From an optimization exercise on the open Yosys and OpenROAD flow, aimed at small area and a short achievable clock period; shortcuts taken in it are not production practice.
At most, simulation tests tie the RTL to the original design; equivalence was not proved.
No functional check of the RTL was part of runs 4 to 6.
No activity file was given, so power comes from the tool's default toggle rates.

==> run.sh <==
#!/bin/bash
# synth_recipe.tcl (not shown) runs the flow's synth.tcl, then flattens the netlist and writes it again
# the make line also repeats each setting of config.mk as NAME=value (left out here)
make -C /OpenROAD-flow-scripts/flow DESIGN_CONFIG=/design/flow/config.mk WORK_HOME=/design/flow/orfs CLKGATE_MAP_FILE= SYNTH_SCRIPT=/design/flow/synth_recipe.tcl finish
==> config.mk <==
export PLATFORM = sky130hd
export DESIGN_NAME = System_Top
export DESIGN_NICKNAME = System_Top
export VERILOG_FILES = /design/flow/design.v
export SDC_FILE = /design/flow/constraint.sdc
export NUM_CORES = 4
export LEC_CHECK = 0
export ABC_CLOCK_PERIOD_IN_PS = 3500
export CAP_MARGIN = 20
export CORE_MARGIN = 2
export CORE_UTILIZATION = 40
export SETUP_SLACK_MARGIN = 5
export SLEW_MARGIN = 20
==> constraint.sdc <==
create_clock -name core_clock -period 11.0 [get_ports {CLK}]
set_input_delay 2.2000 -clock core_clock [delete_from_list [all_inputs] [get_ports {CLK}]]
set_output_delay 2.2000 -clock core_clock [all_outputs]
set_load 0.01 [all_outputs]
==> design.v <==
module System_Top #(parameter WIDTH = 8, ADDR = 4 , ALU_FUN_WD = 4) (
input    wire                CONTROL_EN,
input    wire                CLKDIV_EN,
input    wire                CLK,
input    wire                RST,
input    wire                WrEn,
input    wire                RdEn,
input    wire   [ADDR-1:0]   Address,
input    wire   [WIDTH-1:0]  WrData,
output   reg    [WIDTH-1:0]  RdData,
output   reg                 SYS_OUT,
output   reg                 SYS_VLD
);
reg [7:0] regArr [0:15];
integer I;
always @(posedge CLK or negedge RST)
 begin
  if (!RST)
   begin
    for (I = 0; I < 16; I = I + 1)
      regArr[I] <= 8'd0;
   end
  else if (WrEn && !RdEn)
    regArr[Address] <= WrData;
 end
always @(posedge CLK)
 begin
  if (RST && RdEn && !WrEn)
    RdData <= regArr[Address];
 end
wire [7:0] A     = regArr[0];
wire [7:0] B     = regArr[1];
wire [15:0] CFG  = {regArr[3], regArr[2]};
wire       PAR_EN  = regArr[4][0];
wire       PAR_TYP = regArr[4][1];
wire [7:0] RATIO = regArr[5];
reg  [6:0] dv_count;
reg        div_clk;
reg        odd_tog;
wire       is_odd   = RATIO[0];
wire [6:0] half     = RATIO[7:1];
wire [6:0] half_m1  = half - 7'd1;
wire       ratio_ok = |RATIO[7:1];
wire       dv_en    = CLKDIV_EN & ratio_ok;
wire       flip     = is_odd ? (odd_tog ? (dv_count == half_m1) : (dv_count == half))
                             : (dv_count == half_m1);
always @(posedge CLK or negedge RST)
 begin
  if (!RST)
   begin
    dv_count <= 7'd0;
    div_clk  <= 1'b0;
    odd_tog  <= 1'b1;
   end
  else if (dv_en)
   begin
    if (flip)
     begin
      dv_count <= 7'd0;
      div_clk  <= ~div_clk;
      if (is_odd)
        odd_tog <= ~odd_tog;
     end
    else
      dv_count <= dv_count + 7'd1;
   end
 end
wire tick = ~dv_en | (flip & ~div_clk);
localparam [1:0] C_IDLE = 2'd0, C_CHK = 2'd1, C_WH = 2'd2, C_WL = 2'd3;
reg  [1:0] cphase;
reg  [3:0] op;
wire       alu_en = (cphase == C_CHK) & CFG[op];
always @(posedge CLK or negedge RST)
 begin
  if (!RST)
   begin
    cphase <= C_IDLE;
    op     <= 4'd0;
   end
  else
   case (cphase)
    C_IDLE: if (CONTROL_EN) cphase <= C_CHK;
    C_CHK:  if (CFG[op]) cphase <= C_WH;
            else begin
              op <= op + 4'd1;
              if (op == 4'd15) cphase <= C_IDLE;
            end
    C_WH:   if (SYS_VLD) cphase <= C_WL;
    C_WL:   if (!SYS_VLD) begin
              op <= op + 4'd1;
              cphase <= (op == 4'd15) ? C_IDLE : C_CHK;
            end
   endcase
 end
reg  [7:0] res;
wire [8:0] diff = {1'b0, A} - {1'b0, B};
wire       a_lt = diff[8];
wire       a_eq = (A == B);
wire [7:0] mul_lo = A * B[3:0];
wire [3:0] mul_hi = A[3:0] * B[7:4];
wire       q7 = ({7'd0, A[7]} >= B);
wire [0:0] r7 = q7 ? (A[7] - B[0]) : A[7];
wire [1:0] t6 = {r7, A[6]};
wire       q6 = ({6'd0, t6} >= B);
wire [1:0] r6 = q6 ? (t6 - B[1:0]) : t6;
wire [2:0] t5 = {r6, A[5]};
wire       q5 = ({5'd0, t5} >= B);
wire [2:0] r5 = q5 ? (t5 - B[2:0]) : t5;
wire [3:0] t4 = {r5, A[4]};
wire       q4 = ({4'd0, t4} >= B);
wire [3:0] r4 = q4 ? (t4 - B[3:0]) : t4;
always @(*)
 begin
  case (op)
   4'd0:  res = A + B;
   4'd1:  res = diff[7:0];
   4'd2:  res = mul_lo;
   4'd3:  res = {A[3:0], q7, q6, q5, q4};
   4'd4:  res = A & B;
   4'd5:  res = A | B;
   4'd6:  res = ~(A & B);
   4'd7:  res = ~(A | B);
   4'd8:  res = A ^ B;
   4'd9:  res = ~(A ^ B);
   4'd10: res = {7'd0, a_eq};
   4'd11: res = {7'd0, ~a_lt & ~a_eq};
   4'd12: res = {6'd0, a_lt, a_lt};
   4'd13: res = {1'b0, A[7:1]};
   4'd14: res = {A[6:0], 1'b0};
   default: res = 8'd0;
  endcase
 end
localparam [1:0] S_NONE = 2'd0, S_MUL = 2'd1, S_DIV1 = 2'd2, S_DIV2 = 2'd3;
reg  [1:0] seq;
reg  [7:0] Q;       
reg  [5:0] R;       
reg  [7:0] Bc;      
wire [4:0] t3 = {R[3:0], Q[7]};
wire       q3 = ({3'd0, t3} >= Bc);
wire [4:0] r3 = q3 ? (t3 - Bc[4:0]) : t3;
wire [5:0] t2 = {r3, Q[6]};
wire       q2 = ({2'd0, t2} >= Bc);
wire [5:0] r2 = q2 ? (t2 - Bc[5:0]) : t2;
wire [6:0] t1 = {R[5:0], Q[7]};
wire       q1 = ({1'd0, t1} >= Bc);
wire [6:0] r1 = q1 ? (t1 - Bc[6:0]) : t1;
wire [7:0] t0 = {r1, Q[6]};
wire       q0 = (t0 >= Bc);
reg  [3:0] ust;
reg        valid;
wire       in_data = ust[3];
always @(posedge CLK or negedge RST)
 begin
  if (!RST)
   begin
    valid   <= 1'b0;
    seq     <= S_NONE;
    ust     <= 4'd0;
    SYS_VLD <= 1'b0;
    SYS_OUT <= 1'b0;
   end
  else
   begin
    if (alu_en)
      valid <= 1'b1;
    else if (tick)
      valid <= 1'b0;
    if (alu_en)
      seq <= (op == 4'd2) ? S_MUL : (op == 4'd3) ? S_DIV1 : S_NONE;
    else
      seq <= (seq == S_DIV1) ? S_DIV2 : S_NONE;
    if (tick)
     begin
      SYS_VLD <= (ust != 4'd0);
      case (ust)
       4'd0:    SYS_OUT <= 1'b1;
       4'd1:    SYS_OUT <= 1'b0;
       4'd3:    SYS_OUT <= 1'b1;
       default: SYS_OUT <= Q[0];
      endcase
      case (ust)
       4'd0:    if (valid) ust <= 4'd1;
       4'd1:    ust <= 4'd8;
       4'd2:    ust <= 4'd3;
       4'd3:    ust <= 4'd0;
       4'd15:   ust <= PAR_EN ? 4'd2 : 4'd3;
       default: ust <= ust + 4'd1;
      endcase
     end
   end
 end
always @(posedge CLK)
 begin
  if (alu_en)
   begin
    Q  <= res;
    R  <= {2'd0, (op == 4'd2) ? mul_hi : r4};
    Bc <= B;
   end
  else if (seq == S_MUL)
    Q[7:4] <= Q[7:4] + R[3:0];
  else if (seq == S_DIV1)
   begin
    Q <= {Q[5:0], q3, q2};
    R <= r2;
   end
  else if (seq == S_DIV2)
    Q <= {Q[5:0], q1, q0};
  else if (tick && in_data)
   begin
    if (ust == 4'd15)
      Q[0] <= Q[7] ^ PAR_TYP;
    else
      Q <= {Q[7] ^ Q[0], Q[7:1]};
   end
 end
endmodule
==> notes.md, run 1 <==
wire per inst ~22 um; Congestion Overflow GR 0; Hold Path Depth 1; FMAX about 180 MHz; Post-Syn Nets between 1000 and 1500; setup TNS 0 ns; die width about 180 um; Slew Limit Fails 0; CTS Buffer Depth 2; leakage power between 6 and 7 nW; Synth area leader dfrtp_1; Post-synth top cells dfrtp_1 (151), mux2_2 (146), nand2_1 (106); worst-path maximum fanout 7; CP cell instances or4_4 -> nor2_1 -> nand2_1 -> nor3_1 -> nor2_1 -> a21oi_1 -> inv_1 -> fa_1 -> a21boi_1 -> a31o_2 -> a21oi_1 -> ha_1 -> a21oi_4 -> nor3_4 -> mux2_2 -> ha_1 -> a21oi_1 -> o21ai_0 -> nand2b_1 -> nand2b_1 -> a21oi_1 -> a221oi_1 -> o22ai_1; DR iter-0 viols slightly above 1000; most common cell in the netlist dfrtp_1; io pins 28; cell mode on critical path a21oi_1; maxcap violations 0; P_int 1.96 mW; type of the tightest min-delay check reg -> reg; total track usage 0.227; syn avg cell area 10.1 um^2; synth top area cells dfrtp_1 (30%), mux2_2 (13%), ha_1 (8.1%); Synth cell types 86; Die Y 183 um; post-synthesis sequential area ratio 0.366; initial antenna violation count 0; die area approximately 33000 um^2; worst slew pin tran 0.980 ns; Worst Hold Launch div_clk; P_sw about 1.4 mW; R2R Path End Q[0]; layout filler cell count 2999; Cell Area, Synth between 10000 and 15000 um^2; I/O Buffers 27; Syn-to-layout area delta 9.22%; RSZ-0062 raised after global routing no; CP top delay family compound AO/OA/AOI/OAI gates; Worst R2R Start regArr[1][6]; ANT cells 0; Worst setup SP type flop; main flop type after synthesis dfrtp_1; 1st-pass router iterations 6; CP peak stage delay slightly above 0.6 ns; max_slew headroom 0.346; Critical Path Sink Type flop; pin count of the biggest net entering global routing just under 90; asr flop ratio synth 0.835; crit path DAT 5.73 ns; Layout Skew about 0.013 ns; Pwr Density roughly 240 nW/um^2; core area roughly 32000 um^2; r2r setup slk between 5 and 6 ns; post-route ant nets 0; Crit Path Category reg -> reg; TritonCTS buffer count 17; clock latency (worst-skew pair) approximately 0.44 ns; via-per-instance ratio approximately 6; Final Hold Violating Endpoints 0; CTS tree done; worst path bufs/invs 1; Slowest cell on crit path or4_4; GP Congestion roughly 0.92; layout cells sized above 1 0.170; Clock transition at path regs 0.08 ns; peak supply drop about 0.14 mV; clock power share 0.188; final setup fails 0; number of remaining DRC errors 0; Yosys Warn Count 2; R2R depth 23; Sequential Power Share 0.324; H-tree depth 4; status finished clean; Hold Path End div_clk; Critical Path RT 11.19 ns; Starting Density 0.405; TritonCTS Sinks approximately 180; via count roughly 10000; Net Sw Frac 0.422; Gate power share 0.488; EDFF count, synth 28; FP Rows 65; first-pass GRT wire length approximately 58 mm; Final Power between 3 and 4 mW; fin crit share 0.504; clock root buffer clkbuf_16; Yosys reg bits approximately 180; Gate Count Post-Synth roughly 1300; dpl hpwl 26.4 mm; number of global-route vias before repair 9867; Final Util 0.443; final layout net count approximately 1400; crit path time final approximately 5.5 ns; CTS hold repair buffers 0; Total Wirelength ~37 mm; Synth top area share 0.295
## cell type report
cell class                      instances  area [um^2]  area share
Clock buffer                           20          478      0.0342
Clock inverter                         12          124     0.00887
Inverter                               66          248      0.0177
Multi-Input combinational cell        952         7570       0.542
Sequential cell                       182         4690       0.335
Tap cell                              402          503      0.0360
Timing Repair Buffer                   39          362      0.0259
## power groups by stage
stage | Clock [mW] | Sequential, mW | Combinational [mW]
floorplan | 0 | 1.00 | 1.30
CTS | 0.649 | 1.09 | 1.62
detailed placement | 0 | 1.11 | 1.61
global route | 0.676 | 1.12 | 1.83
finish | 0.638 | 1.10 | 1.65
global placement | 0 | 1.10 | 1.59
## how the worst max path moves through the flow
| stage | start | end | slack, ns | cells past startpoint |
|---|---|---|---|---|
| 6_report | regArr[1][6] | Q[0] | 5.46 | 23 |
| 4_1_cts | regArr[1][6] | Q[0] | 5.12 | 23 |
| 3_3_place_gp | regArr[1][6] | Q[0] | 5.35 | 23 |
| 5_1_grt | regArr[1][6] | Q[0] | 5.09 | 24 |
| 3_5_place_dp | regArr[1][6] | Q[0] | 5.14 | 23 |
| 2_1_floorplan | regArr[1][6] | Q[0] | 5.79 | 25 |
## metal layers
layer	track usage	up-vias	part of all wire	routed length, um
met4	0.0752	0	0.032	1180
met3	0.0302	83	0.047	1760
met2	0.370	349	0.46	17200
met5	0	-	0	0
met1	0.314	4940	0.46	17000
li1	-	4618	-	-
## sequential cells by signal, summed over array words and instances, names as in the netlist, named ones only
name      flops
Bc            8
Q             8
R             6
RdData        8
SYS_OUT       1
SYS_VLD       1
cphase        1
div_clk       1
dv_count      7
odd_tog       1
op            4
regArr      128
seq           2
ust           4
valid         1
## worst reg2reg max path, stage by stage, from the launching register on
cell and delay, ns:
dfrtp_1 0.47, or4_4 0.61, nor2_1 0.18, nand2_1 0.12, nor3_1 0.15, nor2_1 0.06
a21oi_1 0.18, inv_1 0.08, fa_1 0.42, a21boi_1 0.20, a31o_2 0.28, a21oi_1 0.23
ha_1 0.24, a21oi_4 0.09, nor3_4 0.20, mux2_2 0.38, ha_1 0.33, a21oi_1 0.15
o21ai_0 0.11, nand2b_1 0.20, nand2b_1 0.14, a21oi_1 0.06, a221oi_1 0.26, o22ai_1 0.13
## stage by stage
stage               cell area [um^2]  hold slack, ns  setup WS (ns)  std cells
floorplan                      12800           0.445           5.79       1271
global placement               13300           0.467           5.35       1638
detailed placement             13300           0.476           5.14       1638
CTS                            13900           0.489           5.12       1670
global route                   14000           0.499           5.09       1673
finish                         14000           0.491           5.46       1673
## layout by cell type, fill, tap and decap left out, drive strengths merged, types with 12 or more instances in the layout
cell type	instances
a21oi	63
dfrtp	151
a221oi	17
buf	13
a31oi	14
o21ai	71
nand2	106
fa	17
ha	83
inv	74
edfxtp	28
a22o	13
clkbuf	20
a211oi	12
o22ai	12
nor3	18
mux2	146
nand3	22
a21o	20
nor2	85
a22oi	12
xnor2	32
clkdlybuf4s50	26
mux2i	36
nor2b	15
xor2	15
## kinds of logic after synthesis
group,Yosys count,share of synthesized area
DFF,182,0.366
adders and majority gates,100,0.108
muxes,189,0.170
and+or+nand+nor,302,0.111
buffers and inverters,137,0.0442
xor gates and xnor gates,49,0.0357
AOI/OAI and AO/OA,312,0.164
## timing repair
action | CTS | global route
buffers inserted | 0 | 3
endpoints found under the setup margin | 0 | 5
resized for setup | 0 | 7
==> run 2: changes to the inputs <==
--- a/config.mk
+++ b/config.mk
@@ -5,9 +5,7 @@
 export SDC_FILE = /design/flow/constraint.sdc
 export NUM_CORES = 4
 export LEC_CHECK = 0
-export ABC_CLOCK_PERIOD_IN_PS = 3500
 export CAP_MARGIN = 20
 export CORE_MARGIN = 2
 export CORE_UTILIZATION = 40
-export SETUP_SLACK_MARGIN = 5
 export SLEW_MARGIN = 20
==> run 2 against run 1 <==
Register-to-register slack lost 0.49 ns. Critical path depth did not move. Highest routed layer unchanged. Critical path type unchanged. Global-route usage is the same. Still clean.
==> notes.md, run 2 <==
core area 31600 um^2 (unchanged); Levels on crit path 23 (unchanged); P_int 1.95 mW (-0.62%); peak supply drop 0.139 mV (-0.18%); via-per-instance ratio 6.00 (+0.44%); TritonCTS buffer count 17 (unchanged); io pins 28 (unchanged); max_slew headroom 0.344 (-0.00196); Final Hold Violating Endpoints 0 (unchanged); R2R depth 23 (unchanged); Sequential Power Share 0.325 (about the same); worst slew pin tran 0.983 ns (+0.00293 ns); clock latency (worst-skew pair) 0.45 ns (about the same); Synth area leader dfrtp_1; Post-CTS Resized 0 (unchanged); Slew Limit Fails 0 (unchanged); syn avg cell area 10.1 um^2 (unchanged); Crit Path Category reg -> reg; via count 10000 (+0.26%); maxcap violations 0 (unchanged); number of remaining DRC errors 0 (unchanged); GP Congestion 0.917 (unchanged); worst path bufs/invs 0 (-1); fin area 13900 um^2 (-0.38%); post-synthesis sequential area ratio 0.366 (unchanged); DR iter-0 viols 1085 (+7.0%); most frequent cells in the layout dfrtp_1 (151), mux2_2 (146), nand2_1 (106), nor2_1 (83), ha_1 (83); pin count of the biggest net entering global routing 87 (unchanged); Gate power share 0.485 (-0.003); clock power share 0.190 (+0.002); Worst Hold Launch div_clk; dpl hpwl 26.4 mm (unchanged); CP peak stage delay 0.63 ns (+0.02 ns); worst-path maximum fanout 8 (+1); FMAX 166 MHz (-8.1%); initial antenna violation count 0 (unchanged); final layout net count 1373 (-0.22%); asr flop ratio synth 0.835 (unchanged); EDFF count, synth 28 (unchanged); Yosys Warn Count 2 (unchanged); R2R Path End Q[0]; number of global-route vias before repair 9867 (unchanged); 1st-pass router iterations 5 (-1); Post-synth top cells dfrtp_1 (151), mux2_2 (146), nand2_1 (106); TritonCTS Sinks 182 (unchanged); post-route ant nets 0 (unchanged); Slowest cell on crit path or4_1; Gate Count Post-Synth 1271 (unchanged); most common cell in the netlist dfrtp_1; main flop type after synthesis dfrtp_1; CTS hold repair buffers 0 (unchanged); Largest Register regArr; crit path DAT 6.22 ns (+0.49 ns); Total Wirelength 37.2 mm (+0.15%); crit path to Q[0]; Worst R2R Start regArr[1][6]; die area 33400 um^2 (unchanged); Starting Density 0.405 (unchanged); Congestion Overflow GR 0 (unchanged); clock root buffer clkbuf_16; I/O Buffers 27 (unchanged); CTS tree done; RSZ-0062 raised after global routing no; Die Y 183 um (unchanged); Syn-to-layout area delta 8.81%; H-tree depth 4 (unchanged); FP Rows 65 (unchanged); Synth top area share 0.295 (unchanged); leakage power 6.02 nW (-0.34%); crit path time final 6.03 ns (+0.491 ns); max FFs per register 128 (unchanged); Layout Skew 0.0148 ns (+0.00221 ns); CTS Buffer Depth 2 (unchanged); Critical Path RT 11.18 ns (about the same); setup TNS 0 ns (unchanged); CP top delay family simple AND/OR/NAND/NOR gates; dpl cell area 13300 um^2 (unchanged); Worst setup SP type flop; type of the tightest min-delay check reg -> reg; synth top area cells dfrtp_1 (30%), mux2_2 (13%), ha_1 (8.1%); Net Sw Frac 0.422 (+0.000670); wire per inst 22.3 um (+0.33%); CP cell instances or4_1 -> nor2_1 -> nand2_1 -> nor3_1 -> nor2_1 -> a21oi_1 -> ha_1 -> a21boi_0 -> o21ai_0 -> a21oi_1 -> a21oi_1 -> ha_1 -> a21oi_1 -> nor3_1 -> mux2i_1 -> ha_1 -> a21oi_1 -> o21ai_0 -> nand2b_1 -> nand2b_1 -> a21oi_1 -> a221oi_1 -> o22ai_1; total track usage 0.227 (unchanged); area occupied by registers 4690 um^2 (unchanged); CP Launch Point regArr[1][6]; ANT cells 0 (unchanged); Yosys reg bits 182 (unchanged); r2r setup slk 4.97 ns (-0.49 ns); most common cell after layout, fill and taps aside dfrtp_1; multi-input logic area 7540 um^2 (-0.40%); Post-Syn Nets 1389 (unchanged); Synth cell types 86 (unchanged); final setup fails 0 (unchanged); Clock transition at path regs 0.08 ns (about the same); Cell Area, Synth 12800 um^2 (unchanged); P_sw 1.42 mW (-0.35%); Critical Path Sink Type flop; layout filler cell count 3001 (+0.067%); Post-CTS Setup Bufs 0 (unchanged); die width 183 um (unchanged); layout cells sized above 1 0.165 (-0.00512); Pwr Density 242 nW/um^2 (-0.13%); fin crit share 0.548 (+0.0447); cell mode on critical path a21oi_1; first-pass GRT wire length 58.1 mm (unchanged); status finished clean
-- run 2: cell counts after synthesis --
No cell type changed its count.
-- run 2: through the flow --
step | util | cells | hold WS [ns] | total power, mW | setup WS, ns
after detailed placement | 0.422 | 1638 | 0.476 | 2.72 | 5.14
final | 0.441 | 1670 | 0.491 | 3.37 | 4.97
after CTS | 0.441 | 1670 | 0.489 | 3.36 | 5.12
after global placement | 0.422 | 1638 | 0.467 | 2.69 | 5.35
after floorplan | - | 1271 | 0.445 | 2.30 | 5.79
after global routing | 0.441 | 1670 | 0.499 | 3.61 | 4.61
-- run 2: per-layer routing --
metal | vias up | part of all wire | GRT usage
li1 | 4602 | - | -
met1 | 4982 | 0.46 | 0.314
met2 | 360 | 0.47 | 0.370
met3 | 72 | 0.047 | 0.0302
met4 | 0 | 0.029 | 0.0752
met5 | - | 0 | 0
-- run 2: worst register-to-register path: cells and delay by family (launching register included) --
family                     cells  cell delay [ns]
DFF                            1             0.47
adders and majority gates      3             0.95
muxes                          1             0.41
AOI/OAI and AO/OA             11             1.96
and+or+nand+nor                8             1.98
-- run 2: cells by family (layout without fill, tap and decap cells) --
group | Yosys count | after routing | share of synthesized area
AOI/OAI and AO/OA | 312 | 312 | 0.164
and+or+nand+nor | 302 | 302 | 0.111
muxes | 189 | 189 | 0.170
DFF | 182 | 182 | 0.366
buffers and inverters | 137 | 134 | 0.0442
adders and majority gates | 100 | 100 | 0.108
xor gates and xnor gates | 49 | 49 | 0.0357
-- run 2: cell type report --
cell class	instances	area share
Clock buffer	20	0.0343
Clock inverter	12	0.00890
Inverter	66	0.0178
Multi-Input combinational cell	952	0.542
Sequential cell	182	0.337
Tap cell	402	0.0361
Timing Repair Buffer	36	0.0244
-- run 2: worst min path at each step --
stage / to / depth (start not counted)
6_report: div_clk / 1
5_1_grt: div_clk / 1
4_1_cts: div_clk / 1
3_5_place_dp: div_clk / 1
3_3_place_gp: div_clk / 1
2_1_floorplan: div_clk / 1
-- run 2: power groups by stage --
| stage | Combinational (mW) | Sequential [mW] | Clock, mW |
|---|---|---|---|
| after CTS | 1.62 | 1.09 | 0.649 |
| after detailed placement | 1.61 | 1.11 | 0 |
| after global placement | 1.59 | 1.10 | 0 |
| final | 1.63 | 1.10 | 0.639 |
| after global routing | 1.81 | 1.12 | 0.676 |
| after floorplan | 1.30 | 1.00 | 0 |
==> run 3: changes to the inputs <==
==> flow/run.sh (new file) <==
#!/bin/bash
# Standard ORFS layout (the standard.sh) with two changes: the adder-extraction step of
# synthesis is skipped (ADDER_MAP_FILE empty, so abc maps the arithmetic), and the timing
# repair aims for extra setup slack.
set -euo pipefail
KNOBS="ADDER_MAP_FILE= SETUP_SLACK_MARGIN=7.3"
bash standard.sh $KNOBS synth > make_synth.log 2>&1
bash standard.sh $KNOBS finish > make_finish.log 2>&1
==> standard.sh (new file) <==
#!/bin/bash
# synth_recipe.tcl (not shown) runs the flow's synth.tcl, then flattens the netlist and writes it again
# the make line also repeats each setting of config.mk as NAME=value (left out here)
make -C /OpenROAD-flow-scripts/flow DESIGN_CONFIG=/design/flow/config.mk WORK_HOME=/design/flow/orfs CLKGATE_MAP_FILE= SYNTH_SCRIPT=/design/flow/synth_recipe.tcl "${@:-finish}"
removed: run.sh
==> run 3 against run 2 <==
Still clean on timing, DRC and antenna. Die area down 0.14%. Combinational power down 7%. First-iteration DRC count up 15%. Worst setup slack better by 2.3 ns. Count of clock-buffer cells in the layout down 3. Critical endpoint is now RdData[6]. Largest cell class unchanged. Highest routed layer unchanged.
==> notes.md, run 3 <==
Sequential Power Share 0.342 (+0.017); crit path time final 3.69 ns (-2.34 ns); EDFF count, synth 28 (unchanged); Worst setup SP type input pin; I/O Buffers 27 (unchanged); Gate power share 0.467 (-0.018); fin crit share 0.335 (-0.213); dpl hpwl 26.8 mm (+1.4%); Layout Skew 0.0134 ns (-0.00144 ns); type of the tightest min-delay check reg -> reg; TritonCTS buffer count 17 (unchanged); CTS tree done; number of remaining DRC errors 0 (unchanged); total track usage 0.245 (+0.0182); Congestion Overflow GR 0 (unchanged); DR iter-0 viols 1253 (+15%); FP Rows 65 (unchanged); initial antenna violation count 0 (unchanged); syn avg cell area 9.04 um^2 (-10%); clock latency (worst-skew pair) 0.44 ns (about the same); crit path DAT 3.87 ns (-2.35 ns); Critical Path RT 11.18 ns (about the same); Slew Limit Fails 0 (unchanged); R2R depth 11 (-52%); P_int 1.82 mW (-6.3%); final setup fails 0 (unchanged); number of global-route vias before repair 10700 (+8.8%); Crit Path Category in -> reg; clock power share 0.191 (about the same); max FFs per register 128 (unchanged); CP cell instances dlygate4sd2_1 -> buf_12 -> and2_1 -> a22o_1 -> a32o_1 -> a222oi_1 -> a21oi_1; maxcap violations 0 (unchanged); post-synthesis sequential area ratio 0.367 (+0.000539); wire per inst 22.7 um (+1.6%); Gate Count Post-Synth 1412 (+11%); max_slew headroom 0.309 (-0.0353); most frequent cells in the layout dfrtp_1 (139), nand2_1 (133), mux2_2 (132), a21oi_1 (87), nor2_1 (85); most common cell in the netlist dfrtp_1; Total Wirelength 41.2 mm (+11%); worst slew pin tran 1.03 ns (+0.0507 ns); Synth area leader dfrtp_1; GP Congestion 0.926 (+0.94%); post-route ant nets 0 (unchanged); Die Y 183 um (about the same); crit path to RdData[6]; RSZ-0062 raised after global routing yes; setup TNS 0 ns (unchanged); CTS Buffer Depth 2 (unchanged); Post-synth top cells dfrtp_1 (151), nand2_1 (143), mux2_2 (132); Syn-to-layout area delta 14.2%; final layout net count 1420 (+3.4%); clock root buffer clkbuf_16; FMAX 271 MHz (+64%); H-tree depth 4 (unchanged); Pwr Density 221 nW/um^2 (-8.6%); R2R Path End R[2]; Starting Density 0.406 (+0.000451); main flop type after synthesis dfrtp_1; r2r setup slk 7.41 ns (+2.44 ns); die area 33400 um^2 (-0.14%); worst-path maximum fanout 19 (+11); Final Hold Violating Endpoints 0 (unchanged); ANT cells 0 (unchanged); Critical Path Sink Type flop; CP peak stage delay 0.35 ns (-0.28 ns); Yosys Warn Count 2 (unchanged); Worst R2R Start Q[7]; 1st-pass router iterations 5 (unchanged); CP Launch Point Address[2]; asr flop ratio synth 0.835 (unchanged); Clock transition at path regs 0.08 ns (about the same); leakage power 5.64 nW (-6.2%); P_sw 1.41 mW (-1.3%); via count 11300 (+13%); TritonCTS Sinks 182 (unchanged); Yosys reg bits 182 (unchanged); Synth top area share 0.296 (+0.000434); Net Sw Frac 0.435 (+0.0129); core area 31500 um^2 (-0.26%); synth top area cells dfrtp_1 (30%), mux2_2 (12%), edfxtp_1 (6.6%); status finished clean; peak supply drop 0.0981 mV (-29%); layout cells sized above 1 0.230 (+0.0656); Final Power 3.23 mW (-4.2%); Post-Syn Nets 1430 (+3.0%); Synth cell types 83 (-3.5%); Cell Area, Synth 12800 um^2 (-0.15%); io pins 28 (unchanged); most common cell after layout, fill and taps aside dfrtp_1; Largest Register regArr; pin count of the biggest net entering global routing 82 (-5.7%); via-per-instance ratio 6.25 (+4.1%); first-pass GRT wire length 63.8 mm (+9.8%); Slowest cell on crit path a222oi_1; die width 183 um (about the same)
==> run 3: cell count changes after synthesis, moves of 18 or more <==
cell / previous run / this run
nand2_1: 106 / 143
inv_1: 64 / 35
mux2i_1: 36 / 16
a21oi_1: 63 / 88
a21o_1: 20 / 2
xnor2_1: 32 / 64
ha_1: 83 / 0
maj3_1: 0 / 20
clkbuf_1: 52 / 87
==> run 3: area by class of cell <==
type,count,area [um^2]
inverter,38,150
fill,2956,16900
sequential,182,4710
timing repair inverter,1,7.51
timing repair buffer,82,863
multi-input combinational,1080,7760
tap,402,503
clock inverter,15,163
clock buffer,17,425
==> run 3: per-stage QoR <==
step                      cells  hold slack (ns)  setup WS, ns  area (um^2)  utilization
final                      1817            0.489          7.31        14600        0.463
after global routing       1817            0.509          7.27        14600        0.463
after CTS                  1800            0.489          7.31        14300        0.455
after detailed placement   1746            0.482          5.91        13200        0.421
after global placement     1746            0.477          6.03        13200        0.421
after floorplan            1412            0.423          7.26        12800            -
==> run 3: worst min path at each step <==
| stage | start | endpoint | slack (ns) | depth (start not counted) |
|---|---|---|---|---|
| 3_5_place_dp | odd_tog | odd_tog | 0.48 | 1 |
| 3_3_place_gp | odd_tog | odd_tog | 0.48 | 1 |
| 6_report | odd_tog | odd_tog | 0.49 | 1 |
| 2_1_floorplan | regArr[1][2] | Bc[2] | 0.42 | 0 |
| 5_1_grt | odd_tog | odd_tog | 0.51 | 1 |
| 4_1_cts | odd_tog | odd_tog | 0.49 | 1 |
==> run 3: kinds of logic after synthesis <==
| group | synth area share |
|---|---|
| AO/OA/AOI/OAI | 0.204 |
| XOR/XNOR | 0.0701 |
| adder cells (fa/ha/maj) | 0.0201 |
| buffers and inverters | 0.0450 |
| flip-flops | 0.367 |
| multiplexers | 0.139 |
| AND/OR/NAND/NOR | 0.155 |
==> run 3: metal layers <==
metal | track usage | part of all wire | wire length (um)
met5 | 0 | 0 | 0
met4 | 0.0852 | 0.037 | 1520
met3 | 0.0317 | 0.057 | 2350
met2 | 0.400 | 0.47 | 19500
met1 | 0.336 | 0.43 | 17800
==> run 3: repair_timing <==
item | 4_1_cts | 5_1_grt
gates cloned | 4 | 2
hold buffers | 0 | 0
pin swaps | 5 | 6
setup buffers | 18 | 15
endpoints found under the setup margin | 148 | 35
resized for setup | 78 | 35
==> run 3: power by group through the flow <==
| stage | Sequential [mW] | Clock (mW) | Combinational (mW) |
|---|---|---|---|
| 2_1_floorplan | 0.971 | 0 | 1.16 |
| 3_3_place_gp | 1.13 | 0 | 1.34 |
| 3_5_place_dp | 1.13 | 0 | 1.36 |
| 4_1_cts | 1.10 | 0.622 | 1.44 |
| 5_1_grt | 1.13 | 0.652 | 1.65 |
| 6_report | 1.11 | 0.617 | 1.51 |
==> run 3: critical path, delay by kind of cell <==
kind | cells | cell delay (ns)
buffers and inverters | 2 | 0.49
and+or+nand+nor | 1 | 0.20
AOI/OAI and AO/OA | 4 | 0.96
==> run 4: changes to the inputs <==
--- a/design.v
+++ b/design.v
@@ -93,9 +93,10 @@
    endcase
  end
 reg  [7:0] res;
-wire [8:0] diff = {1'b0, A} - {1'b0, B};
-wire       a_lt = diff[8];
-wire       a_eq = (A == B);
+wire       is_sub = (op != 4'd0);
+wire [8:0] sum    = {1'b0, A} + {1'b0, B ^ {8{is_sub}}} + {8'd0, is_sub};
+wire       a_lt   = ~sum[8];
+wire       a_eq   = (A == B);
 wire [7:0] mul_lo = A * B[3:0];
 wire [3:0] mul_hi = A[3:0] * B[7:4];
 wire       q7 = ({7'd0, A[7]} >= B);
@@ -103,19 +104,13 @@
 wire [1:0] t6 = {r7, A[6]};
 wire       q6 = ({6'd0, t6} >= B);
 wire [1:0] r6 = q6 ? (t6 - B[1:0]) : t6;
-wire [2:0] t5 = {r6, A[5]};
-wire       q5 = ({5'd0, t5} >= B);
-wire [2:0] r5 = q5 ? (t5 - B[2:0]) : t5;
-wire [3:0] t4 = {r5, A[4]};
-wire       q4 = ({4'd0, t4} >= B);
-wire [3:0] r4 = q4 ? (t4 - B[3:0]) : t4;
 always @(*)
  begin
   case (op)
-   4'd0:  res = A + B;
-   4'd1:  res = diff[7:0];
+   4'd0:  res = sum[7:0];
+   4'd1:  res = sum[7:0];
    4'd2:  res = mul_lo;
-   4'd3:  res = {A[3:0], q7, q6, q5, q4};
+   4'd3:  res = {A[5:0], q7, q6};
    4'd4:  res = A & B;
    4'd5:  res = A | B;
    4'd6:  res = ~(A & B);
@@ -130,22 +125,20 @@
    default: res = 8'd0;
   endcase
  end
-localparam [1:0] S_NONE = 2'd0, S_MUL = 2'd1, S_DIV1 = 2'd2, S_DIV2 = 2'd3;
-reg  [1:0] seq;
+localparam [2:0] S_NONE = 3'd0, S_MUL = 3'd1, S_DIV1 = 3'd2, S_DIV2 = 3'd3, S_DIV3 = 3'd4;
+reg  [2:0] seq;
 reg  [7:0] Q;       
-reg  [5:0] R;       
+reg  [6:0] R;       
 reg  [7:0] Bc;      
-wire [4:0] t3 = {R[3:0], Q[7]};
-wire       q3 = ({3'd0, t3} >= Bc);
-wire [4:0] r3 = q3 ? (t3 - Bc[4:0]) : t3;
-wire [5:0] t2 = {r3, Q[6]};
-wire       q2 = ({2'd0, t2} >= Bc);
-wire [5:0] r2 = q2 ? (t2 - Bc[5:0]) : t2;
-wire [6:0] t1 = {R[5:0], Q[7]};
-wire       q1 = ({1'd0, t1} >= Bc);
-wire [6:0] r1 = q1 ? (t1 - Bc[6:0]) : t1;
-wire [7:0] t0 = {r1, Q[6]};
-wire       q0 = (t0 >= Bc);
+wire [7:0] ta = {R, Q[7]};
+wire       qa = (ta >= Bc);
+wire [7:0] da = ta - Bc;
+wire [6:0] ra = qa ? da[6:0] : ta[6:0];
+wire [7:0] tb = {ra, Q[6]};
+wire       qb = (tb >= Bc);
+wire [7:0] db = tb - Bc;
+wire [6:0] rb = qb ? db[6:0] : tb[6:0];
+wire       div_last = (seq == S_DIV3);
 reg  [3:0] ust;
 reg        valid;
 wire       in_data = ust[3];
@@ -168,7 +161,7 @@
     if (alu_en)
       seq <= (op == 4'd2) ? S_MUL : (op == 4'd3) ? S_DIV1 : S_NONE;
     else
-      seq <= (seq == S_DIV1) ? S_DIV2 : S_NONE;
+      seq <= (seq == S_DIV1) ? S_DIV2 : (seq == S_DIV2) ? S_DIV3 : S_NONE;
     if (tick)
      begin
       SYS_VLD <= (ust != 4'd0);
@@ -176,7 +169,7 @@
        4'd0:    SYS_OUT <= 1'b1;
        4'd1:    SYS_OUT <= 1'b0;
        4'd3:    SYS_OUT <= 1'b1;
-       default: SYS_OUT <= Q[0];
+       default: SYS_OUT <= div_last ? qb : Q[0];
       endcase
       case (ust)
        4'd0:    if (valid) ust <= 4'd1;
@@ -194,18 +187,18 @@
   if (alu_en)
    begin
     Q  <= res;
-    R  <= {2'd0, (op == 4'd2) ? mul_hi : r4};
+    R  <= (op == 4'd2) ? {3'd0, mul_hi} : {5'd0, r6};
     Bc <= B;
    end
   else if (seq == S_MUL)
     Q[7:4] <= Q[7:4] + R[3:0];
-  else if (seq == S_DIV1)
-   begin
-    Q <= {Q[5:0], q3, q2};
-    R <= r2;
-   end
-  else if (seq == S_DIV2)
-    Q <= {Q[5:0], q1, q0};
+  else if (seq == S_DIV1 || seq == S_DIV2 || (div_last && !(tick && in_data)))
+   begin
+    Q <= {Q[5:0], qa, qb};
+    R <= rb;
+   end
+  else if (div_last)           
+    Q <= {Q[5] ^ qb, Q[5:0], qa};
   else if (tick && in_data)
    begin
     if (ust == 4'd15)
==> flow/run.sh (replaced) <==
#!/bin/bash
# The standard ORFS layout (standard.sh) with two changes: synthesis skips the
# adder-extraction step (ADDER_MAP_FILE empty, so abc maps the arithmetic), and timing
# repair aims for extra setup slack. Each make run logs to its own file here; ORFS keeps
# every tool's log under orfs/logs.
set -euo pipefail
KNOBS="ADDER_MAP_FILE= SETUP_SLACK_MARGIN=7.3"
bash standard.sh $KNOBS synth > make_synth.log 2>&1
bash standard.sh $KNOBS finish > make_finish.log 2>&1
--- a/config.mk
+++ b/config.mk
@@ -5,6 +5,7 @@
 export SDC_FILE = /design/flow/constraint.sdc
 export NUM_CORES = 4
 export LEC_CHECK = 0
+export ABC_AREA = 1
 export CAP_MARGIN = 20
 export CORE_MARGIN = 2
 export CORE_UTILIZATION = 40
==> run 4 against run 3 <==
Fmax rose by 1.9%. Utilization fell by 0.75 points. Total power rose by 0.56%. Sequential power barely moved. Sequential cell count rose by 2. Count of clock-buffer cells in the layout did not move. Routed wire length fell by 20%. Non-clock buffer count fell by 48. Synthesized cell count rose by 12%. Critical path depth fell by 6. Register-to-register slack improved by 0.29 ns.
==> notes.md, run 4 <==
status finished clean; CP cell instances clkdlybuf4s50_1; CTS tree done; CP Launch Point RdData[1]; FMAX 276 MHz (+1.9%); Worst setup SP type flop; clock root buffer clkbuf_16; maxcap violations 0 (unchanged); Synth cell types 52 (-37%); Critical Path Sink Type output pin; Clock transition at path regs 0.07 ns (about the same); die width 173 um (-5.5%); crit path DAT 1.42 ns (-2.45 ns); Final Worst Setup Slack 7.38 ns (+0.0699 ns); Hold Path Depth 2 (+1); Yosys reg bits 184 (+1.1%); Synth area leader dfrtp_1; Largest Register regArr; Final Util 0.456 (-0.00749); via count 10500 (-7.1%); die area 29800 um^2 (-11%); fin area 12700 um^2 (-13%); DR iter-0 viols 968 (-23%); Cell Area, Synth 11400 um^2 (-11%); Crit Path Category reg -> out; via-per-instance ratio 5.32 (-15%); syn avg cell area 7.17 um^2 (-21%); Starting Density 0.408 (+0.00245); Pwr Density 256 nW/um^2 (+15%); leakage power 5.85 nW (+3.6%); final setup fails 0 (unchanged); core area 27900 um^2 (-11%); Layout Skew 0.0182 ns (+0.00485 ns); TritonCTS buffer count 17 (unchanged); ANT cells 0 (unchanged); CP top delay family buffers and inverters; final layout net count 1609 (+13%); number of remaining DRC errors 0 (unchanged); fin crit share 0.329 (-0.00635); CP peak stage delay 0.57 ns (+0.22 ns); Synth top area share 0.335 (+0.0386); layout cells sized above 1 0.0842 (-0.146); first-pass GRT wire length 53.7 mm (-16%); most frequent cells in the layout nand2_1 (475), o21ai_0 (187), inv_1 (163), dfrtp_1 (152), nor2_1 (122); io pins 28 (unchanged); Worst Hold Launch valid; Syn-to-layout area delta 11.7%; CTS Buffer Depth 2 (unchanged); wire per inst 16.6 um (-27%); worst path bufs/invs 1 (-1); initial antenna violation count 0 (unchanged); worst slack, placed 6.33 ns (+0.415 ns); FP Rows 61 (-6.2%); Post-Syn Nets 1604 (+12%); Critical Path RT 8.80 ns (-2.38 ns); max_slew headroom 0.379 (+0.0702); r2r setup slk 7.70 ns (+0.29 ns); worst-path maximum fanout 1 (-18); number of global-route vias before repair 9838 (-8.4%); asr flop ratio synth 0.832 (-0.00364); Yosys Warn Count 2 (unchanged); H-tree depth 4 (unchanged); setup TNS 0 ns (unchanged); Levels on crit path 1 (-6); 1st-pass router iterations 7 (+2); Total Wirelength 32.9 mm (-20%); clock latency (worst-skew pair) 0.45 ns (about the same); fin cells 1982 (+9.1%); Congestion Overflow GR 0 (unchanged); Gate Count Post-Synth 1586 (+12%); dpl hpwl 23.7 mm (-11%); GP Congestion 0.939 (+1.4%); dpl cell area 11900 um^2 (-10%); Slew Limit Fails 0 (unchanged); RSZ-0062 raised after global routing yes; I/O Buffers 27 (unchanged); EDFF count, synth 31 (+11%); type of the tightest min-delay check reg -> reg; most common cell after layout, fill and taps aside nand2_1; synth top area cells dfrtp_1 (33%), nand2_1 (16%), o21ai_0 (8.5%); pin count of the biggest net entering global routing 82 (unchanged); post-synthesis sequential area ratio 0.419 (+0.0517); Final Power 3.25 mW (+0.56%); R2R depth 10 (-1); worst slew pin tran 0.930 ns (-0.103 ns); crit path time final 3.62 ns (-0.0699 ns); post-route ant nets 0 (unchanged); peak supply drop 0.118 mV (+21%); placed insts 1944 (+11%); Hold Slack 0.486 ns (-0.00316 ns); total track usage 0.224 (-0.0211); layout filler cell count 2810 (-4.9%); most common cell in the netlist nand2_1; Slowest cell on crit path clkdlybuf4s50_1; max FFs per register 128 (unchanged); TritonCTS Sinks 184 (+1.1%); Post-synth top cells nand2_1 (484), o21ai_0 (192), inv_1 (171); Final Hold Violating Endpoints 0 (unchanged); main flop type after synthesis dfrtp_1; Worst R2R Start op[1]; Die Y 173 um (-5.5%)
run 4: cell count changes after synthesis, moves of 27 or more:
cell	previous run	this run
a21oi_1	88	41
a31oi_1	31	4
clkbuf_1	87	32
inv_1	35	171
mux2_2	132	0
nand2_1	143	484
nand3_1	37	84
nor2_1	91	137
o21ai_0	81	192
xnor2_1	64	14
run 4: worst paths after layout:
kind                                 endpoint
worst max-delay path                RdData[1]
worst min-delay path                    valid
worst max register to register           Q[2]
worst min register to register          valid
max in group asynchronous        regArr[1][5]
min in group asynchronous       regArr[11][5]
run 4: what timing repair did:
| action | in CTS | in global routing |
|---|---|---|
| setup buffers | 6 | 0 |
| hold buffers | 0 | 0 |
| setup endpoints to repair | 150 | 28 |
| cloned | 0 | 0 |
| pin swaps | 4 | 1 |
| gates resized for setup | 43 | 15 |
run 4: logic make-up after synthesis:
logic type | count (synthesis) | synth area share
AND/OR/NAND/NOR | 799 | 0.299
buffers and inverters | 225 | 0.0789
AO/OA/AOI/OAI | 338 | 0.173
XOR/XNOR | 40 | 0.0308
flip-flops | 184 | 0.419
run 4: layer usage:
| layer | routed length [um] | global-route usage | up-vias |
|---|---|---|---|
| li1 | - | - | 5260 |
| met1 | 15900 | 0.329 | 4977 |
| met5 | 0 | 0 | - |
| met4 | 535 | 0.0580 | 0 |
| met2 | 14700 | 0.344 | 274 |
| met3 | 1720 | 0.0361 | 34 |
run 4: area by class of cell:
class                           count  area [um^2]  area share
Timing Repair Buffer               34          332      0.0261
Inverter                          177          671      0.0528
Clock buffer                       17          425      0.0335
Multi-Input combinational cell   1177         5840       0.460
Sequential cell                   184         4760       0.375
Tap cell                          378          473      0.0372
Clock inverter                     15          200      0.0158
run 4: power by group:
group / internal [mW] / switching [mW] / total (mW)
clock: 0.331 / 0.315 / 0.646
combinational: 0.518 / 0.981 / 1.50
sequential: 0.917 / 0.185 / 1.10
total: 1.77 / 1.48 / 3.25
==> run 5: changes to the inputs <==
==> flow/run.sh (replaced) <==
#!/bin/bash
# The standard ORFS layout (standard.sh) with one change: timing
# repair aims for extra setup slack. Each make run logs to its own file here; ORFS keeps
# every tool's log under orfs/logs.
set -euo pipefail
KNOBS="SETUP_SLACK_MARGIN=7.3"
bash standard.sh $KNOBS synth > make_synth.log 2>&1
bash standard.sh $KNOBS finish > make_finish.log 2>&1
==> run 5 against run 4 <==
Worst setup slack worse by 0.0069 ns. Clock power rose by 4.3%. Synthesized cell count fell by 5.2%. First-iteration DRC count fell by 10%. Routed wire length grew 3.5%. Non-clock buffer count is 10 higher. Final area up 4.9%. Clock skew is 0.0020 ns higher. Combinational power increased by 23%. Sequential cell count did not move. Largest power group unchanged.
==> notes.md, run 5 <==
Synth cell types 55 (+5.8%); number of global-route vias before repair 9823 (-0.15%); Hold Path Depth 1 (-1); first-pass GRT wire length 55.2 mm (+2.8%); FP Rows 62 (+1.6%); Final Hold Violating Endpoints 0 (unchanged); Crit Path Category reg -> out; Levels on crit path 1 (unchanged); most common cell after layout, fill and taps aside nand2_1; layout filler cell count 2908 (+3.5%); worst-path maximum fanout 1 (unchanged); Post-synth top cells nand2_1 (435), o21ai_0 (185), inv_1 (183); Slowest cell on crit path clkdlybuf4s50_1; Synth top area share 0.324 (-0.0109); main flop type after synthesis dfrtp_1; Worst setup SP type flop; R2R depth 9 (-1); Die Y 175 um (+1.6%); CP top delay family buffers and inverters; pin count of the biggest net entering global routing 82 (unchanged); CTS tree done; wire per inst 17.7 um (+6.5%); synth top area cells dfrtp_1 (32%), nand2_1 (14%), edfxtp_1 (7.9%); die width 175 um (+1.6%); FMAX 276 MHz (-0.19%); status finished clean; setup TNS 0 ns (unchanged); layout cells sized above 1 0.0881 (+0.00398); RSZ-0062 raised after global routing yes; Gate Count Post-Synth 1503 (-5.2%); DR iter-0 viols 871 (-10%); worst path bufs/invs 1 (unchanged); post-route ant nets 0 (unchanged); Cell Area, Synth 11800 um^2 (+3.4%); Final Worst Setup Slack 7.38 ns (-0.00688 ns); crit path DAT 1.42 ns (about the same); H-tree depth 4 (unchanged); maxcap violations 0 (unchanged); I/O Buffers 27 (unchanged); syn avg cell area 7.82 um^2 (+9.1%); core area 28900 um^2 (+3.6%); number of remaining DRC errors 0 (unchanged); Clock transition at path regs 0.09 ns (+0.02 ns); crit path time final 3.62 ns (+0.00688 ns); dpl hpwl 24.7 mm (+3.9%); CTS Buffer Depth 2 (unchanged); CP cell instances clkdlybuf4s50_1; clock latency (worst-skew pair) 0.46 ns (about the same); asr flop ratio synth 0.832 (unchanged); Largest Register regArr; CP peak stage delay 0.58 ns (about the same); Yosys reg bits 184 (unchanged); total track usage 0.228 (+0.00430); Starting Density 0.407 (-0.000873); Pwr Density 274 nW/um^2 (+7.0%); peak supply drop 0.149 mV (+26%); TritonCTS Sinks 184 (unchanged); Layout Skew 0.0203 ns (+0.00204 ns); Slew Limit Fails 0 (unchanged); final layout net count 1632 (+1.4%); Critical Path Sink Type output pin; leakage power 6.30 nW (+7.7%); ANT cells 0 (unchanged); worst slack, placed 6.42 ns (+0.0899 ns); initial antenna violation count 0 (unchanged); via-per-instance ratio 5.34 (+0.29%); type of the tightest min-delay check reg -> reg; Yosys Warn Count 2 (unchanged); Total Wirelength 34.1 mm (+3.5%); max_slew headroom 0.355 (-0.0241); Critical Path RT 8.80 ns (about the same); die area 30800 um^2 (+3.3%); Synth area leader dfrtp_1; EDFF count, synth 31 (unchanged); clock root buffer clkbuf_16; final setup fails 0 (unchanged); post-synthesis sequential area ratio 0.405 (-0.0136); most common cell in the netlist nand2_1; worst slew pin tran 0.958 ns (+0.0271 ns); via count 10300 (-2.5%); GP Congestion 0.949 (+1.1%); fin crit share 0.329 (+0.000625); 1st-pass router iterations 9 (+2); Congestion Overflow GR 0 (unchanged); CTS hold repair buffers 0 (unchanged); io pins 28 (unchanged); TritonCTS buffer count 17 (unchanged); Post-Syn Nets 1605 (+0.062%); max FFs per register 128 (unchanged); Syn-to-layout area delta 13.4%; Final Util 0.462 (+0.00584); most frequent cells in the layout nand2_1 (426), o21ai_0 (181), inv_1 (172), dfrtp_1 (145), nor2_1 (85)
==> run 5: cell count changes after synthesis, sizes merged, moves of 5 or more <==
cell	before	now
ha	0	70
nand2	507	439
nor2	146	104
nand3	89	48
inv	177	193
fa	0	14
buf	16	7
nand4	29	21
a211oi	6	13
or2	9	3
o21ai	201	196
o221ai	5	0
==> run 5: area by class of cell <==
class	count	area, um^2	area share
multi-input cells	1089	6270	0.471
well taps	384	480	0.0361
repair buffers	44	409	0.0307
clock buffers	17	425	0.0319
inverters	193	733	0.0550
clock inverters	15	230	0.0173
flip-flops and latches	184	4770	0.358
repair inverters	1	7.51	0.000563
==> run 5: what timing repair did <==
item | 4_1_cts | 5_1_grt
setup endpoints to repair | 16 | 111
pin swaps | 4 | 10
resized for setup | 17 | 47
buffers inserted | 0 | 15
cloned | 1 | 0
==> run 5: worst paths after layout <==
path / slack, ns / endpoint / start
setup / recovery: 7.38 / RdData[7] / RdData[7]
hold / removal: 0.47 / div_clk / div_clk
setup reg to reg: 7.40 / Q[3] / regArr[0][0]
hold reg to reg: 0.47 / div_clk / div_clk
max in group asynchronous: 7.80 / regArr[6][0] / RST
min in group asynchronous: 1.77 / regArr[0][5] / RST
==> run 5: cell families after synthesis <==
| kind of cell | share of synthesized area |
|---|---|
| DFF | 0.405 |
| xor gates and xnor gates | 0.0335 |
| adders and majority gates | 0.0984 |
| buffers and inverters | 0.0759 |
| and+or+nand+nor | 0.226 |
| AOI/OAI and AO/OA | 0.161 |
==> run 5: power by group <==
part	leakage [nW]	internal, mW	switching (mW)
Clock	0.315	0.327	0.347
Sequential	2.25	0.924	0.198
Combinational	3.73	0.729	1.12
Total	6.30	1.98	1.67
==> run 5: layer usage <==
| metal | GRT usage | part of all wire |
|---|---|---|
| met5 | 0 | 0 |
| met4 | 0.0558 | 0.012 |
| met3 | 0.0262 | 0.054 |
| met2 | 0.357 | 0.46 |
| met1 | 0.339 | 0.48 |
==> run 5: through the flow <==
step / hold WS [ns] / instances / power [mW] / instance area (um^2)
floorplan: 0.445 / 1503 / 2.32 / 11800
global placement: 0.462 / 1879 / 2.73 / 12400
detailed placement: 0.466 / 1879 / 2.76 / 12400
CTS: 0.480 / 1912 / 3.46 / 13100
global route: 0.492 / 1927 / 3.96 / 13300
finish: 0.473 / 1927 / 3.65 / 13300
==> run 6: changes to the inputs <==
==> flow/run.sh (replaced) <==
#!/bin/bash
# The standard ORFS layout (standard.sh), run with these make settings on top of
# config.mk: ADDER_MAP_FILE= SETUP_SLACK_MARGIN=7.6
# ADDER_MAP_FILE empty skips synthesis's adder-extraction step, so abc maps the arithmetic;
# SETUP_SLACK_MARGIN makes timing repair aim for extra setup slack. Each make run logs to its
# own file here; ORFS keeps every tool's log under orfs/logs.
set -euo pipefail
KNOBS="ADDER_MAP_FILE= SETUP_SLACK_MARGIN=7.6"
bash standard.sh $KNOBS synth > make_synth.log 2>&1
bash standard.sh $KNOBS finish > make_finish.log 2>&1
--- a/config.mk
+++ b/config.mk
@@ -8,5 +8,5 @@
 export ABC_AREA = 1
 export CAP_MARGIN = 20
 export CORE_MARGIN = 2
-export CORE_UTILIZATION = 40
+export CORE_UTILIZATION = 60
 export SLEW_MARGIN = 20
==> run 6 against run 5 <==
Sequential share of layout area rose by 2.0 points. Total power shrank 11%. Critical path type is now in -> reg. Final area down 5.5%. Still clean on timing, DRC and antenna. Largest power group unchanged. First-iteration DRC count increased by 42%. Register-to-register slack gained 0.47 ns.
==> notes.md, run 6 <==
total track usage 0.338 (+0.109); Layout Skew 0.0112 ns (-0.00905 ns); max FFs per register 128 (unchanged); Total Wirelength 32.6 mm (-4.4%); number of global-route vias before repair 9997 (+1.8%); fin cells 1845 (-4.3%); most frequent cells in the layout nand2_1 (469), o21ai_0 (191), inv_1 (160), dfrtp_1 (151), nor2_1 (120); dpl hpwl 23.1 mm (-6.4%); TritonCTS Sinks 184 (unchanged); final setup fails 0 (unchanged); CTS tree done; Die Y 142 um (-19%); Largest Register regArr; core area 18600 um^2 (-35%); Post-synth top cells nand2_1 (484), o21ai_0 (192), inv_1 (171); most common cell after layout, fill and taps aside nand2_1; GP Congestion 0.960 (+1.2%); die width 142 um (-19%); synth top area cells dfrtp_1 (33%), nand2_1 (16%), o21ai_0 (8.5%); worst-path maximum fanout 16 (+15); type of the tightest min-delay check reg -> reg; DR iter-0 viols 1234 (+42%); Gate Count Post-Synth 1586 (+5.5%); pin count of the biggest net entering global routing 99 (+21%); multi-input logic area 5910 um^2 (-5.7%); wire per inst 17.7 um (-0.12%); layout filler cell count 1637 (-44%); Worst Hold Launch valid; syn avg cell area 7.17 um^2 (-8.3%); ANT cells 0 (unchanged); crit path time final 3.42 ns (-0.207 ns); most common cell in the netlist nand2_1; first-pass GRT wire length 52.6 mm (-4.7%); post-route ant nets 0 (unchanged); max_slew headroom 0.367 (+0.0117); Congestion Overflow GR 0 (unchanged); clock root buffer clkbuf_16; layout cells sized above 1 0.101 (+0.0124); clock latency (worst-skew pair) 0.45 ns (about the same); Synth cell types 52 (-5.5%); Synth area leader dfrtp_1; post-synthesis sequential area ratio 0.419 (+0.0136); Final Worst Setup Slack 7.58 ns (+0.207 ns); H-tree depth 4 (unchanged); via count 10900 (+6.1%); Critical Path Sink Type flop; area occupied by registers 4760 um^2 (-0.16%); CTS Buffer Depth 2 (unchanged); setup TNS 0 ns (unchanged); worst slew pin tran 0.947 ns (-0.0110 ns); FMAX 293 MHz (+6.1%); status finished clean; fin crit share 0.311 (-0.0188); io pins 28 (unchanged); die area 20100 um^2 (-35%); Starting Density 0.610 (+0.203); Post-Syn Nets 1604 (-0.062%); Syn-to-layout area delta 10.8%; maxcap violations 0 (unchanged); CP Launch Point WrEn; Slew Limit Fails 0 (unchanged); Clock transition at path regs 0.08 ns (about the same); placed insts 1801 (-4.2%); asr flop ratio synth 0.832 (unchanged); Yosys reg bits 184 (unchanged); CTS hold repair buffers 0 (unchanged); Synth top area share 0.335 (+0.0109); main flop type after synthesis dfrtp_1; leakage power 5.86 nW (-7.0%); crit path DAT 3.72 ns (+2.30 ns); number of remaining DRC errors 0 (unchanged); Critical Path RT 11.30 ns (+2.50 ns); Worst setup SP type input pin; via-per-instance ratio 5.91 (+11%); Pwr Density 259 nW/um^2 (-5.3%); Yosys Warn Count 2 (unchanged); Worst R2R Start regArr[0][0]; final layout net count 1616 (-0.98%); Final Hold Violating Endpoints 0 (unchanged); 1st-pass router iterations 6 (-3); EDFF count, synth 31 (unchanged); I/O Buffers 27 (unchanged); Crit Path Category in -> reg; RSZ-0062 raised after global routing yes; FP Rows 50 (-19%); worst slack, placed 6.55 ns (+0.134 ns); initial antenna violation count 0 (unchanged); TritonCTS buffer count 17 (unchanged); peak supply drop 0.126 mV (-16%); Cell Area, Synth 11400 um^2 (-3.3%)
## run 6: routing by layer
layer | up-vias | share of wire | global-route usage
li1 | 5289 | - | -
met1 | 5057 | 0.45 | 0.486
met2 | 492 | 0.44 | 0.513
met3 | 69 | 0.085 | 0.0732
met4 | 0 | 0.023 | 0.107
met5 | - | 0 | 0
## run 6: worst paths after layout
path | cells past startpoint | slack, ns | end
max | 7 | 7.58 | regArr[10][4]
min | 2 | 0.47 | valid
max reg2reg | 15 | 7.87 | Q[6]
min reg2reg | 2 | 0.47 | valid
max in group asynchronous | 2 | 8.15 | regArr[15][3]
min in group asynchronous | 1 | 1.67 | dv_count[4]
## run 6: what timing repair did
action | CTS | global route
endpoints found under the setup margin | 173 | 153
resized for setup | 61 | 33
setup buffers | 6 | 4
pin swaps | 1 | 6
cloned | 1 | 1
## run 6: final cells by class
class	instances	share of cell area
clock buffers	19	0.0352
clock inverters	13	0.0121
inverters	177	0.0538
multi-input cells	1177	0.470
flip-flops and latches	184	0.378
well taps	234	0.0232
repair buffers	39	0.0269
repair inverters	2	0.000994
## run 6: critical path, cell delays in order
cell and delay, ns:
clkdlybuf4s50_1 0.50, inv_1 0.04, nor2_1 0.08, buf_4 0.29, nand2_1 0.34, nand2_1 0.16, o21ai_0 0.10
## run 6: power by group
part / switching [mW] / internal [mW]
registers: 0.188 / 0.917
clock network: 0.298 / 0.330
logic: 1.01 / 0.520
## run 6: cells by family (layout without fill, tap and decap cells)
group | after synthesis | in the layout | synth area share
buf+inv | 225 | 250 | 0.0789
simple gates | 799 | 799 | 0.299
xor+xnor | 40 | 40 | 0.0308
flops | 184 | 184 | 0.419
compound gates | 338 | 338 | 0.173
## run 6: metrics by stage
| stage | util | cell area [um^2] | power, mW | hold slack (ns) |
|---|---|---|---|---|
| 4_1_cts | 0.670 | 12500 | 3.22 | 0.472 |
| 3_5_place_dp | 0.629 | 11700 | 2.58 | 0.457 |
| 2_1_floorplan | - | 11400 | 2.23 | 0.420 |
| 5_1_grt | 0.676 | 12600 | 3.51 | 0.492 |
| 3_3_place_gp | 0.629 | 11700 | 2.54 | 0.456 |
| 6_report | 0.676 | 12600 | 3.26 | 0.473 |

-- afterwards: timing with drivers on the ports --
The results above use ideal ports. As a check the final layouts listed here were re-extracted and re-timed, cells and wires unchanged.
Step 1 (the two cells are an assumption about what drives the block):
set clk [get_ports {CLK}]
set_driving_cell -lib_cell sky130_fd_sc_hd__clkbuf_16 $clk
set_driving_cell -lib_cell sky130_fd_sc_hd__buf_2 [delete_from_list [all_inputs] $clk]
Step 2 moves the port delays by t, midway between the first and last clock arrival at a register: inputs arrive t later, outputs are due t later. That takes back most of the time a late clock gives input paths.
a / b / c = no drivers / after step 1 / after step 2; a / b = the first two.
run	t (ns)	setup slack, ns	worst hold slack (ns)	worst setup path at the end
run 1	0.487	5.461 / 5.461 / 5.461	0.491 / 0.491 / 0.491	register to register
run 2	0.488	4.969 / 4.969 / 4.969	0.491 / 0.491 / 0.491	register to register
run 3	0.485	7.313 / 7.344 / 6.860	0.489 / 0.489 / 0.489	input to register
run 4	0.486	7.383 / 7.335 / 6.929	0.486 / 0.486 / 0.486	input to register
run 5	0.489	7.376 / 7.328 / 6.968	0.473 / 0.473 / 0.473	input to register
run 6	0.491	7.583 / 7.588 / 7.115	0.473 / 0.473 / 0.473	input to register
After both steps every run listed still meets setup and hold. For run 6, which loses most, drivers alone change the setup slack by +0.005 ns; drivers and shift together by -0.468 ns.
